This is an optimization exercise on Yosys and OpenROAD, whose aim is small area and a short achievable clock period, not a production implementation. The RTL was checked by simulation tests, not by an equivalence proof against the original design.

## flow/run.sh

```bash
#!/bin/bash
# synth_recipe.tcl (not shown) runs the flow's synth.tcl, then flattens the netlist and writes it again
# the make line also repeats each setting of config.mk as NAME=value (left out here)
make -C /OpenROAD-flow-scripts/flow DESIGN_CONFIG=/design/flow/config.mk WORK_HOME=/design/flow/orfs CLKGATE_MAP_FILE= SYNTH_SCRIPT=/design/flow/synth_recipe.tcl finish
```

## flow/config.mk

```make
export PLATFORM = sky130hd
export DESIGN_NAME = cpu
export DESIGN_NICKNAME = cpu
export VERILOG_FILES = /design/flow/design.v
export SDC_FILE = /design/flow/constraint.sdc
export NUM_CORES = 4
export LEC_CHECK = 0
export CAP_MARGIN = 20
export CORE_MARGIN = 2
export CORE_UTILIZATION = 40
export SETUP_SLACK_MARGIN = 0.5
export SLEW_MARGIN = 20
```

## flow/constraint.sdc

```tcl
create_clock -name core_clock -period 42.0 [get_ports {clk}]
set_input_delay 8.4000 -clock core_clock [delete_from_list [all_inputs] [get_ports {clk}]]
set_output_delay 8.4000 -clock core_clock [all_outputs]
set_load 0.01 [all_outputs]
```

## flow/design.v

```verilog
module imm(
  input  [15:0] imm16,
  input  c_imm_zse,
  output [31:0] imm32,
  output [1:0]  lbu_byte
  );
parameter SPR_JRA   = 5'd31;  
parameter SPR_Z     = 5'd0;
parameter ZERO_DATA =   32'd0;
parameter DMEM_READ  = 2'b10;
parameter DMEM_WRITE = 2'b01;
parameter DMEM_NOP   = 2'b00;
parameter MUX_JADDR = 1'd0;
parameter MUX_JRA   = 1'd1;
parameter MUX_RD = 2'd0;
parameter MUX_RT = 2'd1;
parameter MUX_RA = 2'd2;
parameter MUX_DBYTE = 2'd3;
parameter MUX_JALRA = 2'd2;
parameter MUX_DWORD = 2'd1;
parameter MUX_ALU_R = 2'd0;
parameter MUX_IMM = 1'd1;
parameter MUX_RFB = 1'd0;
parameter MUX_ZE = 1'd0;
parameter MUX_SE = 1'd1;
parameter R_TYPE = 6'h00;
parameter J      = 6'h02;
parameter JAL    = 6'h03;
parameter BEQ    = 6'h04;
parameter BNE    = 6'h05;
parameter ADDIU  = 6'h09;
parameter SLTI   = 6'h0a;
parameter SLTIU  = 6'h0b;
parameter ANDI   = 6'h0c;
parameter ORI    = 6'h0d;
parameter LUI    = 6'h0f;
parameter LW     = 6'h23;
parameter LBU    = 6'h24;
parameter SW     = 6'h2b;
parameter SLL    = 6'h00;
parameter SRL    = 6'h02;
parameter SLLV   = 6'h04;
parameter SRLV   = 6'h06;
parameter JR     = 6'h08;
parameter JALR   = 6'h09;
parameter MOVZ   = 6'h0a;
parameter MULLO  = 6'h10;
parameter MULHI  = 6'h11;
parameter ADDU   = 6'h21;
parameter SUBU   = 6'h23;
parameter AND    = 6'h24;
parameter OR     = 6'h25;
parameter XOR    = 6'h26;
parameter NOR    = 6'h27;
parameter SLT    = 6'h2a;
parameter SLTU   = 6'h2b;
parameter F_LSHIFT  = 6'h00;
parameter F_RSHIFT  = 6'h02;
parameter F_LSHIFTV = 6'h04;
parameter F_RSHIFTV = 6'h06;
parameter F_MULLO   = 6'h10;  
parameter F_MULHI   = 6'h11;  
parameter F_ADD     = 6'h21;
parameter F_SUB     = 6'h23;
parameter F_AND     = 6'h24;
parameter F_OR      = 6'h25;
parameter F_XOR     = 6'h26;
parameter F_NOR     = 6'h27;
parameter F_CMP_S   = 6'h2a;  
parameter F_CMP_U   = 6'h2b;  
parameter F_NEQ     = 6'h3a;  
parameter F_EQ      = 6'h3b;  
wire [15:0] extension;
assign extension = (c_imm_zse == MUX_SE) ? {16{imm16[15]}} : 16'b0;
assign imm32 = { extension, imm16 };
assign lbu_byte = imm16[1:0];  
endmodule
module control(
  input       stall,
  input [5:0] opcode,
  input [4:0] shamt,
  input [5:0] func,
  input [4:0] shamtv,
  output       func_movz,
  output [5:0] alu_func,
  output [4:0] alu_shamt,
  output       c_imm_zse, 
  output       c_jjr,     
  output       c_b,       
  output       c_j,       
  output       c_rf_we,   
  output       c_aluy_src,
  output [1:0] c_wb_dest, 
  output [1:0] c_wb_src,  
  output [1:0] c_dmem_rw 
  );
parameter SPR_JRA   = 5'd31;  
parameter SPR_Z     = 5'd0;
parameter ZERO_DATA =   32'd0;
parameter DMEM_READ  = 2'b10;
parameter DMEM_WRITE = 2'b01;
parameter DMEM_NOP   = 2'b00;
parameter MUX_JADDR = 1'd0;
parameter MUX_JRA   = 1'd1;
parameter MUX_RD = 2'd0;
parameter MUX_RT = 2'd1;
parameter MUX_RA = 2'd2;
parameter MUX_DBYTE = 2'd3;
parameter MUX_JALRA = 2'd2;
parameter MUX_DWORD = 2'd1;
parameter MUX_ALU_R = 2'd0;
parameter MUX_IMM = 1'd1;
parameter MUX_RFB = 1'd0;
parameter MUX_ZE = 1'd0;
parameter MUX_SE = 1'd1;
parameter R_TYPE = 6'h00;
parameter J      = 6'h02;
parameter JAL    = 6'h03;
parameter BEQ    = 6'h04;
parameter BNE    = 6'h05;
parameter ADDIU  = 6'h09;
parameter SLTI   = 6'h0a;
parameter SLTIU  = 6'h0b;
parameter ANDI   = 6'h0c;
parameter ORI    = 6'h0d;
parameter LUI    = 6'h0f;
parameter LW     = 6'h23;
parameter LBU    = 6'h24;
parameter SW     = 6'h2b;
parameter SLL    = 6'h00;
parameter SRL    = 6'h02;
parameter SLLV   = 6'h04;
parameter SRLV   = 6'h06;
parameter JR     = 6'h08;
parameter JALR   = 6'h09;
parameter MOVZ   = 6'h0a;
parameter MULLO  = 6'h10;
parameter MULHI  = 6'h11;
parameter ADDU   = 6'h21;
parameter SUBU   = 6'h23;
parameter AND    = 6'h24;
parameter OR     = 6'h25;
parameter XOR    = 6'h26;
parameter NOR    = 6'h27;
parameter SLT    = 6'h2a;
parameter SLTU   = 6'h2b;
parameter F_LSHIFT  = 6'h00;
parameter F_RSHIFT  = 6'h02;
parameter F_LSHIFTV = 6'h04;
parameter F_RSHIFTV = 6'h06;
parameter F_MULLO   = 6'h10;  
parameter F_MULHI   = 6'h11;  
parameter F_ADD     = 6'h21;
parameter F_SUB     = 6'h23;
parameter F_AND     = 6'h24;
parameter F_OR      = 6'h25;
parameter F_XOR     = 6'h26;
parameter F_NOR     = 6'h27;
parameter F_CMP_S   = 6'h2a;  
parameter F_CMP_U   = 6'h2b;  
parameter F_NEQ     = 6'h3a;  
parameter F_EQ      = 6'h3b;  
assign alu_func =
  (opcode==R_TYPE) ?
    ( (func==MOVZ) ? F_OR : func ) :
  (opcode==BEQ   ) ? F_NEQ :
  (opcode==BNE   ) ? F_EQ  :
  (opcode==ADDIU ) ? F_ADD :
  (opcode==SLTI  ) ? F_CMP_S :
  (opcode==SLTIU ) ? F_CMP_U :
  (opcode==ANDI  ) ? F_AND :
  (opcode==ORI   ) ? F_OR :
  (opcode==LUI   ) ? F_LSHIFT :
  (opcode==LW    ) ? F_ADD :
  (opcode==LBU   ) ? F_ADD :
  (opcode==SW    ) ? F_ADD : 
                     F_LSHIFT;
assign alu_shamt =
  (opcode==R_TYPE &&
    (func == SRLV || func == SLLV)) ? shamtv :
  (opcode==LUI) ? 5'd16 :
                  shamt;
assign func_movz = (opcode == R_TYPE && func == MOVZ);
assign c_rf_we =
  ( opcode==J   ||
    opcode==BEQ || 
    opcode==BNE ||
    opcode==SW  || 
    stall ) ? 1'b0
            : 1'b1;
assign c_wb_dest =
  (opcode==JAL   ) ? MUX_RA :
  (opcode==R_TYPE) ? MUX_RD :
                     MUX_RT ;
assign c_imm_zse =
  (opcode==ANDI || 
   opcode==ORI) ? 1'b0 :
                  1'b1 ;
assign c_aluy_src =
  (opcode==R_TYPE || 
   opcode==BEQ   || 
   opcode==BNE)  ? MUX_RFB :
                   MUX_SE  ;
assign c_dmem_rw = 
  (opcode==SW )               ? DMEM_WRITE:
  (opcode==LW || opcode==LBU) ? DMEM_READ:
                                DMEM_NOP;
assign c_wb_src = 
  (opcode==LW   ) ? MUX_DWORD:
  (opcode==JAL || 
    (opcode==R_TYPE && func==JALR)
                ) ? MUX_JALRA:
  (opcode==LBU  ) ? MUX_DBYTE:
                    MUX_ALU_R;
assign c_b = (opcode==BEQ || opcode==BNE);
assign c_j = 
  (opcode==J    ||
   opcode==JAL  || 
    (opcode== R_TYPE && 
      (func==JR || func==JALR)
    )
  );
assign c_jjr =
 (opcode== R_TYPE && 
      (func==JR || func==JALR) ) ? MUX_JRA:
  (opcode==J || opcode==JAL) ? MUX_JADDR : MUX_JADDR; 
endmodule
module alu(
  input  [32-1:0] rfa,
  input  [32-1:0] rfb,
  input  [31:0]        imm32,
  input                c_aluy_src,
  input  [5:0]         alu_func,
  input  [4:0]         alu_shamt,
  output               alu_r_z,
  output [32-1:0] alu_r
  );
parameter SPR_JRA   = 5'd31;  
parameter SPR_Z     = 5'd0;
parameter ZERO_DATA =   32'd0;
parameter DMEM_READ  = 2'b10;
parameter DMEM_WRITE = 2'b01;
parameter DMEM_NOP   = 2'b00;
parameter MUX_JADDR = 1'd0;
parameter MUX_JRA   = 1'd1;
parameter MUX_RD = 2'd0;
parameter MUX_RT = 2'd1;
parameter MUX_RA = 2'd2;
parameter MUX_DBYTE = 2'd3;
parameter MUX_JALRA = 2'd2;
parameter MUX_DWORD = 2'd1;
parameter MUX_ALU_R = 2'd0;
parameter MUX_IMM = 1'd1;
parameter MUX_RFB = 1'd0;
parameter MUX_ZE = 1'd0;
parameter MUX_SE = 1'd1;
parameter R_TYPE = 6'h00;
parameter J      = 6'h02;
parameter JAL    = 6'h03;
parameter BEQ    = 6'h04;
parameter BNE    = 6'h05;
parameter ADDIU  = 6'h09;
parameter SLTI   = 6'h0a;
parameter SLTIU  = 6'h0b;
parameter ANDI   = 6'h0c;
parameter ORI    = 6'h0d;
parameter LUI    = 6'h0f;
parameter LW     = 6'h23;
parameter LBU    = 6'h24;
parameter SW     = 6'h2b;
parameter SLL    = 6'h00;
parameter SRL    = 6'h02;
parameter SLLV   = 6'h04;
parameter SRLV   = 6'h06;
parameter JR     = 6'h08;
parameter JALR   = 6'h09;
parameter MOVZ   = 6'h0a;
parameter MULLO  = 6'h10;
parameter MULHI  = 6'h11;
parameter ADDU   = 6'h21;
parameter SUBU   = 6'h23;
parameter AND    = 6'h24;
parameter OR     = 6'h25;
parameter XOR    = 6'h26;
parameter NOR    = 6'h27;
parameter SLT    = 6'h2a;
parameter SLTU   = 6'h2b;
parameter F_LSHIFT  = 6'h00;
parameter F_RSHIFT  = 6'h02;
parameter F_LSHIFTV = 6'h04;
parameter F_RSHIFTV = 6'h06;
parameter F_MULLO   = 6'h10;  
parameter F_MULHI   = 6'h11;  
parameter F_ADD     = 6'h21;
parameter F_SUB     = 6'h23;
parameter F_AND     = 6'h24;
parameter F_OR      = 6'h25;
parameter F_XOR     = 6'h26;
parameter F_NOR     = 6'h27;
parameter F_CMP_S   = 6'h2a;  
parameter F_CMP_U   = 6'h2b;  
parameter F_NEQ     = 6'h3a;  
parameter F_EQ      = 6'h3b;  
wire  [32-1:0] y;
wire  [32-1:0] x;
wire  signed [63:0] mul64;
assign y = (c_aluy_src==MUX_RFB) ? rfb : imm32;
assign x = rfa;
assign mul64 = $signed(x) * $signed(y);
assign alu_r =
(alu_func==F_LSHIFT ||
 alu_func==F_LSHIFTV) ? y << alu_shamt:
(alu_func==F_RSHIFT ||
 alu_func==F_RSHIFTV) ? y >> alu_shamt:
(alu_func==F_MULLO  ) ? mul64[32-1:0]:
(alu_func==F_MULHI  ) ? mul64[32*2-1:32]:
(alu_func==F_ADD    ) ? x + y:
(alu_func==F_SUB    ) ? x - y:
(alu_func==F_AND    ) ? x & y: 
(alu_func==F_OR     ) ? x | y:
(alu_func==F_XOR    ) ? x ^ y:
(alu_func==F_NOR    ) ? ~( x | y ):
(alu_func==F_CMP_S  ) ? $signed(x) < $signed(y):
(alu_func==F_CMP_U  ) ? x < y:
(alu_func==F_NEQ    ) ? x != y:
(alu_func==F_EQ     ) ? x == y:
                        ZERO_DATA;  
assign alu_r_z = ~|alu_r;
endmodule
module rf(
  input  clk,
  input  func_movz,
  input  [1:0] c_wb_dest,
  input  c_rf_we,
  input  [5-1:0]  rs,
  input  [5-1:0]  rt,
  input  [5-1:0]  rd,
  input  [32-1:0]  wb_data,
  output [32-1:0]  rfa,
  output [32-1:0]  rfb
  );
parameter SPR_JRA   = 5'd31;  
parameter SPR_Z     = 5'd0;
parameter ZERO_DATA =   32'd0;
parameter DMEM_READ  = 2'b10;
parameter DMEM_WRITE = 2'b01;
parameter DMEM_NOP   = 2'b00;
parameter MUX_JADDR = 1'd0;
parameter MUX_JRA   = 1'd1;
parameter MUX_RD = 2'd0;
parameter MUX_RT = 2'd1;
parameter MUX_RA = 2'd2;
parameter MUX_DBYTE = 2'd3;
parameter MUX_JALRA = 2'd2;
parameter MUX_DWORD = 2'd1;
parameter MUX_ALU_R = 2'd0;
parameter MUX_IMM = 1'd1;
parameter MUX_RFB = 1'd0;
parameter MUX_ZE = 1'd0;
parameter MUX_SE = 1'd1;
parameter R_TYPE = 6'h00;
parameter J      = 6'h02;
parameter JAL    = 6'h03;
parameter BEQ    = 6'h04;
parameter BNE    = 6'h05;
parameter ADDIU  = 6'h09;
parameter SLTI   = 6'h0a;
parameter SLTIU  = 6'h0b;
parameter ANDI   = 6'h0c;
parameter ORI    = 6'h0d;
parameter LUI    = 6'h0f;
parameter LW     = 6'h23;
parameter LBU    = 6'h24;
parameter SW     = 6'h2b;
parameter SLL    = 6'h00;
parameter SRL    = 6'h02;
parameter SLLV   = 6'h04;
parameter SRLV   = 6'h06;
parameter JR     = 6'h08;
parameter JALR   = 6'h09;
parameter MOVZ   = 6'h0a;
parameter MULLO  = 6'h10;
parameter MULHI  = 6'h11;
parameter ADDU   = 6'h21;
parameter SUBU   = 6'h23;
parameter AND    = 6'h24;
parameter OR     = 6'h25;
parameter XOR    = 6'h26;
parameter NOR    = 6'h27;
parameter SLT    = 6'h2a;
parameter SLTU   = 6'h2b;
parameter F_LSHIFT  = 6'h00;
parameter F_RSHIFT  = 6'h02;
parameter F_LSHIFTV = 6'h04;
parameter F_RSHIFTV = 6'h06;
parameter F_MULLO   = 6'h10;  
parameter F_MULHI   = 6'h11;  
parameter F_ADD     = 6'h21;
parameter F_SUB     = 6'h23;
parameter F_AND     = 6'h24;
parameter F_OR      = 6'h25;
parameter F_XOR     = 6'h26;
parameter F_NOR     = 6'h27;
parameter F_CMP_S   = 6'h2a;  
parameter F_CMP_U   = 6'h2b;  
parameter F_NEQ     = 6'h3a;  
parameter F_EQ      = 6'h3b;  
reg  [32-1:0] rf [32-1:1];
wire we;                                              
wire [5-1:0] wr;                              
wire rfb_z; 
assign rfb_z = (rt == SPR_Z) ? 1'b1 : ~|rf[rt];                              
assign we = (func_movz ? (rfb_z) : 1) && c_rf_we;     
assign wr =                                           
  (c_wb_dest == MUX_RD) ? rd :                        
  (c_wb_dest == MUX_RT) ? rt :                        
  (c_wb_dest == MUX_RA) ? SPR_JRA :
                          SPR_Z;
assign rfa = (rs == SPR_Z) ? ZERO_DATA : rf[rs];      
assign rfb = (rt == SPR_Z) ? ZERO_DATA : rf[rt];      
always @(negedge clk)
begin
  if (we && wr != SPR_Z)   
  begin                    
    rf[wr] <= wb_data;
  end
end
endmodule
module pc(
  input  clk,
  input                 stall,
  input  [29:0]         imm30,
  input  [32-1:0]  jra,
  input  [26-1:0] jaddr26,
  input  c_jjr,
  input  c_b,
  input  c_j,
  input  alu_r_z,
  output [32-1:0] imem_addr,
  output [32-1:0] jalra,
  input  rst
  );
parameter SPR_JRA   = 5'd31;  
parameter SPR_Z     = 5'd0;
parameter ZERO_DATA =   32'd0;
parameter DMEM_READ  = 2'b10;
parameter DMEM_WRITE = 2'b01;
parameter DMEM_NOP   = 2'b00;
parameter MUX_JADDR = 1'd0;
parameter MUX_JRA   = 1'd1;
parameter MUX_RD = 2'd0;
parameter MUX_RT = 2'd1;
parameter MUX_RA = 2'd2;
parameter MUX_DBYTE = 2'd3;
parameter MUX_JALRA = 2'd2;
parameter MUX_DWORD = 2'd1;
parameter MUX_ALU_R = 2'd0;
parameter MUX_IMM = 1'd1;
parameter MUX_RFB = 1'd0;
parameter MUX_ZE = 1'd0;
parameter MUX_SE = 1'd1;
parameter R_TYPE = 6'h00;
parameter J      = 6'h02;
parameter JAL    = 6'h03;
parameter BEQ    = 6'h04;
parameter BNE    = 6'h05;
parameter ADDIU  = 6'h09;
parameter SLTI   = 6'h0a;
parameter SLTIU  = 6'h0b;
parameter ANDI   = 6'h0c;
parameter ORI    = 6'h0d;
parameter LUI    = 6'h0f;
parameter LW     = 6'h23;
parameter LBU    = 6'h24;
parameter SW     = 6'h2b;
parameter SLL    = 6'h00;
parameter SRL    = 6'h02;
parameter SLLV   = 6'h04;
parameter SRLV   = 6'h06;
parameter JR     = 6'h08;
parameter JALR   = 6'h09;
parameter MOVZ   = 6'h0a;
parameter MULLO  = 6'h10;
parameter MULHI  = 6'h11;
parameter ADDU   = 6'h21;
parameter SUBU   = 6'h23;
parameter AND    = 6'h24;
parameter OR     = 6'h25;
parameter XOR    = 6'h26;
parameter NOR    = 6'h27;
parameter SLT    = 6'h2a;
parameter SLTU   = 6'h2b;
parameter F_LSHIFT  = 6'h00;
parameter F_RSHIFT  = 6'h02;
parameter F_LSHIFTV = 6'h04;
parameter F_RSHIFTV = 6'h06;
parameter F_MULLO   = 6'h10;  
parameter F_MULHI   = 6'h11;  
parameter F_ADD     = 6'h21;
parameter F_SUB     = 6'h23;
parameter F_AND     = 6'h24;
parameter F_OR      = 6'h25;
parameter F_XOR     = 6'h26;
parameter F_NOR     = 6'h27;
parameter F_CMP_S   = 6'h2a;  
parameter F_CMP_U   = 6'h2b;  
parameter F_NEQ     = 6'h3a;  
parameter F_EQ      = 6'h3b;  
reg  [32-1:0] pc;
wire [32-1:0] next_pc;
wire [32-1:0] pc_4;
wire [32-1:0] baddr;
wire [32-1:0] jaddr;
wire [32-1:0] jaddr_concat;
assign pc_4  = pc + 4;
assign jalra = pc + 8;
assign baddr = {imm30, 2'b00} + pc_4;
assign jaddr_concat = {pc_4[31:28], jaddr26, 2'b00};
assign jaddr =
  (c_jjr == MUX_JADDR) ? jaddr_concat:
  (c_jjr == MUX_JRA  ) ? jra :
                         jaddr_concat;
assign next_pc =
  (c_b && alu_r_z) ? baddr :
  (c_j) ? jaddr :
          pc_4  ;
assign imem_addr = pc;
always @(posedge clk or posedge rst)
begin
  if (rst) begin
    pc <= 0;
	 end else if (!stall) begin
    pc <= next_pc;
  end
end
endmodule
module wb(
 input        [32-1:0]     data_word,
 input        [32-1:0]     jalra,
 input        [32-1:0]     alu_r,
 input        [1:0]             lbu_byte,
 input        [1:0]             c_wb_src,
 output        [32-1:0]    wb_data
);
parameter SPR_JRA   = 5'd31;  
parameter SPR_Z     = 5'd0;
parameter ZERO_DATA =   32'd0;
parameter DMEM_READ  = 2'b10;
parameter DMEM_WRITE = 2'b01;
parameter DMEM_NOP   = 2'b00;
parameter MUX_JADDR = 1'd0;
parameter MUX_JRA   = 1'd1;
parameter MUX_RD = 2'd0;
parameter MUX_RT = 2'd1;
parameter MUX_RA = 2'd2;
parameter MUX_DBYTE = 2'd3;
parameter MUX_JALRA = 2'd2;
parameter MUX_DWORD = 2'd1;
parameter MUX_ALU_R = 2'd0;
parameter MUX_IMM = 1'd1;
parameter MUX_RFB = 1'd0;
parameter MUX_ZE = 1'd0;
parameter MUX_SE = 1'd1;
parameter R_TYPE = 6'h00;
parameter J      = 6'h02;
parameter JAL    = 6'h03;
parameter BEQ    = 6'h04;
parameter BNE    = 6'h05;
parameter ADDIU  = 6'h09;
parameter SLTI   = 6'h0a;
parameter SLTIU  = 6'h0b;
parameter ANDI   = 6'h0c;
parameter ORI    = 6'h0d;
parameter LUI    = 6'h0f;
parameter LW     = 6'h23;
parameter LBU    = 6'h24;
parameter SW     = 6'h2b;
parameter SLL    = 6'h00;
parameter SRL    = 6'h02;
parameter SLLV   = 6'h04;
parameter SRLV   = 6'h06;
parameter JR     = 6'h08;
parameter JALR   = 6'h09;
parameter MOVZ   = 6'h0a;
parameter MULLO  = 6'h10;
parameter MULHI  = 6'h11;
parameter ADDU   = 6'h21;
parameter SUBU   = 6'h23;
parameter AND    = 6'h24;
parameter OR     = 6'h25;
parameter XOR    = 6'h26;
parameter NOR    = 6'h27;
parameter SLT    = 6'h2a;
parameter SLTU   = 6'h2b;
parameter F_LSHIFT  = 6'h00;
parameter F_RSHIFT  = 6'h02;
parameter F_LSHIFTV = 6'h04;
parameter F_RSHIFTV = 6'h06;
parameter F_MULLO   = 6'h10;  
parameter F_MULHI   = 6'h11;  
parameter F_ADD     = 6'h21;
parameter F_SUB     = 6'h23;
parameter F_AND     = 6'h24;
parameter F_OR      = 6'h25;
parameter F_XOR     = 6'h26;
parameter F_NOR     = 6'h27;
parameter F_CMP_S   = 6'h2a;  
parameter F_CMP_U   = 6'h2b;  
parameter F_NEQ     = 6'h3a;  
parameter F_EQ      = 6'h3b;  
wire [7:0] data_byte;
wire [32-1:0] data_byte_ze;
assign data_byte =
  (lbu_byte== 2'd0) ? data_word[7:0]:
  (lbu_byte== 2'd1) ? data_word[15:8]:
  (lbu_byte== 2'd2) ? data_word[23:16]:
  (lbu_byte== 2'd3) ? data_word[31:24]:
                      data_word[7:0];
assign data_byte_ze = {24'b0, data_byte};  
assign wb_data =
 (c_wb_src== MUX_DBYTE) ? data_byte_ze:
 (c_wb_src== MUX_JALRA) ? jalra:
 (c_wb_src== MUX_DWORD) ? data_word:
 (c_wb_src== MUX_ALU_R) ? alu_r:
                          ZERO_DATA;
endmodule
module cpu(
  input                clk,
  input                i_cpu_stall,   
  output [32-1:0] o_data_addr,   
  output [32-1:0] o_data,        
  input  [32-1:0] i_data,        
  output [1:0]         o_data_rw,     
  output [32-1:0] o_inst_addr,   
  input  [32-1:0] i_inst,        
  input                rst            
  );
parameter SPR_JRA   = 5'd31;  
parameter SPR_Z     = 5'd0;
parameter ZERO_DATA =   32'd0;
parameter DMEM_READ  = 2'b10;
parameter DMEM_WRITE = 2'b01;
parameter DMEM_NOP   = 2'b00;
parameter MUX_JADDR = 1'd0;
parameter MUX_JRA   = 1'd1;
parameter MUX_RD = 2'd0;
parameter MUX_RT = 2'd1;
parameter MUX_RA = 2'd2;
parameter MUX_DBYTE = 2'd3;
parameter MUX_JALRA = 2'd2;
parameter MUX_DWORD = 2'd1;
parameter MUX_ALU_R = 2'd0;
parameter MUX_IMM = 1'd1;
parameter MUX_RFB = 1'd0;
parameter MUX_ZE = 1'd0;
parameter MUX_SE = 1'd1;
parameter R_TYPE = 6'h00;
parameter J      = 6'h02;
parameter JAL    = 6'h03;
parameter BEQ    = 6'h04;
parameter BNE    = 6'h05;
parameter ADDIU  = 6'h09;
parameter SLTI   = 6'h0a;
parameter SLTIU  = 6'h0b;
parameter ANDI   = 6'h0c;
parameter ORI    = 6'h0d;
parameter LUI    = 6'h0f;
parameter LW     = 6'h23;
parameter LBU    = 6'h24;
parameter SW     = 6'h2b;
parameter SLL    = 6'h00;
parameter SRL    = 6'h02;
parameter SLLV   = 6'h04;
parameter SRLV   = 6'h06;
parameter JR     = 6'h08;
parameter JALR   = 6'h09;
parameter MOVZ   = 6'h0a;
parameter MULLO  = 6'h10;
parameter MULHI  = 6'h11;
parameter ADDU   = 6'h21;
parameter SUBU   = 6'h23;
parameter AND    = 6'h24;
parameter OR     = 6'h25;
parameter XOR    = 6'h26;
parameter NOR    = 6'h27;
parameter SLT    = 6'h2a;
parameter SLTU   = 6'h2b;
parameter F_LSHIFT  = 6'h00;
parameter F_RSHIFT  = 6'h02;
parameter F_LSHIFTV = 6'h04;
parameter F_RSHIFTV = 6'h06;
parameter F_MULLO   = 6'h10;  
parameter F_MULHI   = 6'h11;  
parameter F_ADD     = 6'h21;
parameter F_SUB     = 6'h23;
parameter F_AND     = 6'h24;
parameter F_OR      = 6'h25;
parameter F_XOR     = 6'h26;
parameter F_NOR     = 6'h27;
parameter F_CMP_S   = 6'h2a;  
parameter F_CMP_U   = 6'h2b;  
parameter F_NEQ     = 6'h3a;  
parameter F_EQ      = 6'h3b;  
wire               stall = i_cpu_stall;
wire [32-1:0] dmem_in = i_data;
wire [32-1:0] imem_addr;
wire [31:0]        imm32;
wire [1:0]         lbu_byte;
wire [32-1:0] rfa;
wire [32-1:0] rfb;
wire [32-1:0] alu_r;
wire [4:0]         shamtv;
wire [5:0]         alu_func;
wire [4:0]         alu_shamt;
wire [32-1:0] wb_data;
wire               func_movz;
wire               alu_r_z;
wire [32-1:0] jalra;
wire [5:0]  opcode = i_inst[31:26];
wire [4:0]  rs     = i_inst[25:21];
wire [4:0]  rt     = i_inst[20:16];
wire [4:0]  rd     = i_inst[15:11];
wire [4:0]  shamt  = i_inst[10: 6];
wire [5:0]  func   = i_inst[ 5: 0];
wire [15:0] imm16  = i_inst[15: 0];
wire [25:0] jaddr  = i_inst[25: 0];
wire       c_rf_we;       
wire [1:0] c_wb_dest;     
wire       c_imm_zse;     
wire       c_aluy_src;    
wire [1:0] c_dmem_rw;     
wire       c_jjr;         
wire       c_b;           
wire       c_j;           
wire [1:0] c_wb_src;      
assign shamtv = rfa[4:0];
assign o_inst_addr = imem_addr;
assign o_data_addr = {alu_r[31:2],2'b00};  
assign o_data      = rfb;
assign o_data_rw   = c_dmem_rw;
imm imm(
  .imm16(imm16),
  .c_imm_zse(c_imm_zse),
  .imm32(imm32),
  .lbu_byte(lbu_byte)
  );
control control(
  .stall(stall),
  .opcode(opcode),
  .shamt(shamt),
  .func(func),
  .shamtv(shamtv),
  .alu_func(alu_func),
  .alu_shamt(alu_shamt),
  .func_movz(func_movz),
  .c_rf_we(c_rf_we),
  .c_wb_dest(c_wb_dest),
  .c_imm_zse(c_imm_zse),
  .c_aluy_src(c_aluy_src),
  .c_dmem_rw(c_dmem_rw),
  .c_jjr(c_jjr),
  .c_b(c_b),
  .c_j(c_j),
  .c_wb_src(c_wb_src)
  );
alu alu(
  .rfa(rfa),
  .rfb(rfb),
  .imm32(imm32),
  .c_aluy_src(c_aluy_src),
  .alu_func(alu_func),
  .alu_shamt(alu_shamt),
  .alu_r_z(alu_r_z),
  .alu_r(alu_r)
  );
rf rf(
  .clk(clk),
  .rs(rs),
  .rt(rt),
  .rd(rd),
  .wb_data(wb_data),
  .func_movz(func_movz),
  .c_wb_dest(c_wb_dest),
  .c_rf_we(c_rf_we),
  .rfa(rfa),
  .rfb(rfb)
  );
pc pc(
  .clk(clk),
  .imm30(imm32[29:0]),
  .jra(rfa),
  .jaddr26(jaddr),
  .stall(stall),
  .c_jjr(c_jjr),
  .c_b(c_b),
  .c_j(c_j),
  .alu_r_z(alu_r_z),
  .imem_addr(imem_addr),
  .jalra(jalra),
  .rst(rst)
  );
wb wb(
  .data_word(dmem_in),
  .jalra(jalra),
  .alu_r(alu_r),
  .lbu_byte(lbu_byte),
  .c_wb_src(c_wb_src),
  .wb_data(wb_data)
  );
endmodule
```

==> flow_summary.yaml <==
worst_setup_path:
  crit_type: "reg -> out"
  worstPathArrival_ns: 32.99
  cp_slowest_cell: "fa_1"
  cp.buffers_inverters: 6
  crit_required_ns: 33.60
  cp_max_fo: 14
  crit_top_cell: "fa_1"
  crit_family: "adder cells"
  cp-end-kind: "output pin"
  crit_path_start_kind: "flop"
  critical_path.max_stage_delay_ns: 0.59
cts:
  clk_transition_reported_paths_ns: 0.06
  cts_buffers: 110
  clk_path_buf_depth: 3
  h-tree-depth: 3
  ctsHoldBuffers: 0
  clk_latency_ns: 0.78
  cts_tree: "built"
  clock_sinks: 1024
  root_buffer: "clkbuf_16"
routing:
  drt_iter0_drc: 10400
  wl_per_cell_um: 32.9
  wl_um: 440000
  vias: 82100
  first_pass_iters: 6
  ant_nets: 0
  vias_per_cell: 6.13
  drc_errors: 0
timing:
  fin_ws_ns: 0.610
  slew_headroom: 0.168
  setup_viol: 0
  worst_slew_pin_slew_ns: 1.25
  rsz0062_at_grt: "yes"
  final-hold-violation-count: 0
  clock_skew_ns: 0.0864
  hold_ws_ns: 0.652
  drv_slew: 0
synthesis:
  yosysSeqAreaShare: 0.313
  synth_enable_flop_cells: 992
  synthesis.area_um2: 97900
  synth_seq_cells: 1024
  netlist_instances: 8873
  synth_cell_types: 122
  yosys_warnings: 2
  synth_async_sr_flop_share: 0.0313
  synth_ff_type: "edfxtp_1"
  avgSynthCellArea_um2: 11.0
die:
  rows: 181
  die-area_um2: 249000
  core_um2: 243000
  pin_count: 165
  start_util: 0.402
  die_h_um: 499
  die_x_um: 499
grt:
  grt_first_pass_wirelength_um: 617000
  grt_remaining_overflow: 0
  grt_pass1_vias: 84800
  grt_usage: 0.349
  grt_max_degree: 75
  antenna_found_initial: 15
place:
  dp_hpwl_um: 325000
  gp_congestion: 1.10
  dp_cells: 12200
  numPortBuffers: 162
  postPlaceCellArea_um2: 106000
  dp_slack_ns: -0.327
cells_and_area:
  area_growth_pct: 16.2
  regArea_um2: 30600
  layout_commonest_cell: "inv_1"
  nets: 11500
  drive_gt1_frac: 0.135
  multi_input_area_um2: 60900
  fin_cells: 13400
  num-fill-cells: 22600
  fin_area_um2: 114000
  most-common-layout-cells: "inv_1 (2162), fa_1 (1085), edfxtp_1 (992), nor2_1 (895), nand2_1 (838)"
job:
  cap_violations: 0
status:
  status: "timing/DRC/antenna clean"
hold_path:
  min_path_type: "reg -> reg"
[registers in the layout (all words and copies together), names as in the netlist]
| name | flops |
|---|---|
| rf.rf | 992 |
| pc.pc | 32 |
[cells by family (layout without fill, tap and decap cells)]
kind of cell             Yosys count  count (layout)  share of synthesized area
buffers and inverters           1764            3071                     0.0742
multiplexers                     804             804                      0.135
other                              1              16                  0.0000383
AND/OR/NAND/NOR                 2340            2340                      0.104
XOR/XNOR                         181             181                     0.0162
AO/OA/AOI/OAI                   1373            1373                     0.0977
flip-flops                      1024            1024                      0.313
adder cells (fa/ha/maj)         1386            1386                      0.260
[path summary, 6_finish.rpt]
check,from,to,slack (ns),depth (start not counted)
worst min-delay path,pc.pc[1],pc.pc[1],0.65,2
worst min register to register,pc.pc[1],pc.pc[1],0.65,2
min in group asynchronous,rst,pc.pc[16],8.09,3
worst max-delay path,rf.rf[24][18],o_data_addr[28],0.61,31
max in group asynchronous,rst,pc.pc[18],33.56,3
worst max register to register,rf.rf[10][11],pc.pc[25],9.80,35
[final cells by class]
type                            count  area share
Clock buffer                      110      0.0242
Sequential cell                  1024       0.269
Multi-Input combinational cell   6086       0.535
Tap cell                         3202      0.0352
Inverter                         1173      0.0388
Clock inverter                   1083      0.0414
Timing Repair Buffer              705      0.0562
Antenna cell                       14    0.000308
[cell usage after synthesis (26+ instances only)]
cell / instances / share of area
a211o_1: 34 / 0.0030
a211oi_1: 110 / 0.0084
a21o_1: 47 / 0.0036
a21oi_1: 297 / 0.015
a221o_1: 37 / 0.0038
a221oi_1: 33 / 0.0030
a22oi_1: 114 / 0.0087
a31oi_1: 33 / 0.0021
and3_1: 38 / 0.0024
buf_1: 65 / 0.0025
buf_2: 88 / 0.0045
buf_4: 55 / 0.0042
buf_6: 31 / 0.0036
clkbuf_1: 345 / 0.013
dfrtp_1: 32 / 0.0082
edfxtp_1: 992 / 0.30
fa_1: 1085 / 0.22
ha_1: 301 / 0.038
inv_1: 1147 / 0.044
mux2_2: 38 / 0.0044
mux2i_1: 360 / 0.037
mux4_2: 390 / 0.090
nand2_1: 839 / 0.032
nand3_1: 95 / 0.0049
nand4_1: 51 / 0.0033
nor2_1: 953 / 0.037
nor3_1: 87 / 0.0044
nor4_1: 27 / 0.0017
o211ai_1: 64 / 0.0049
o21a_1: 30 / 0.0023
o21ai_0: 179 / 0.0092
o21bai_1: 27 / 0.0021
o22ai_1: 85 / 0.0054
or2_2: 26 / 0.0017
or3_1: 49 / 0.0031
xnor2_1: 132 / 0.012
xor2_1: 49 / 0.0044
[worst reg2reg max path, delay by kind of cell, from the launching register on]
| kind | cells | cell delay [ns] |
|---|---|---|
| AO/OA/AOI/OAI | 10 | 2.95 |
| adder cells (fa/ha/maj) | 9 | 4.19 |
| buffers and inverters | 8 | 1.06 |
| flip-flops | 1 | 0.35 |
| multiplexers | 2 | 0.66 |
| AND/OR/NAND/NOR | 6 | 1.79 |
[repair_timing]
action,in CTS,in global routing
pin swaps,0,1
resized for setup,3,15
buffers inserted,0,3
endpoints found under the setup margin,32,43
hold endpoints to repair,0,0
[layer usage]
layer,GRT usage,share of wire
met1,0.427,0.37
met2,0.544,0.46
met3,0.0854,0.097
met4,0.244,0.078
met5,0,0.000077
[metrics by stage]
step | utilization | TNS [ns]
after floorplan | - | 0
after CTS | 0.467 | 0
after global routing | 0.468 | 0
after global placement | 0.436 | -9.70
after detailed placement | 0.436 | -10.09
final | 0.468 | 0
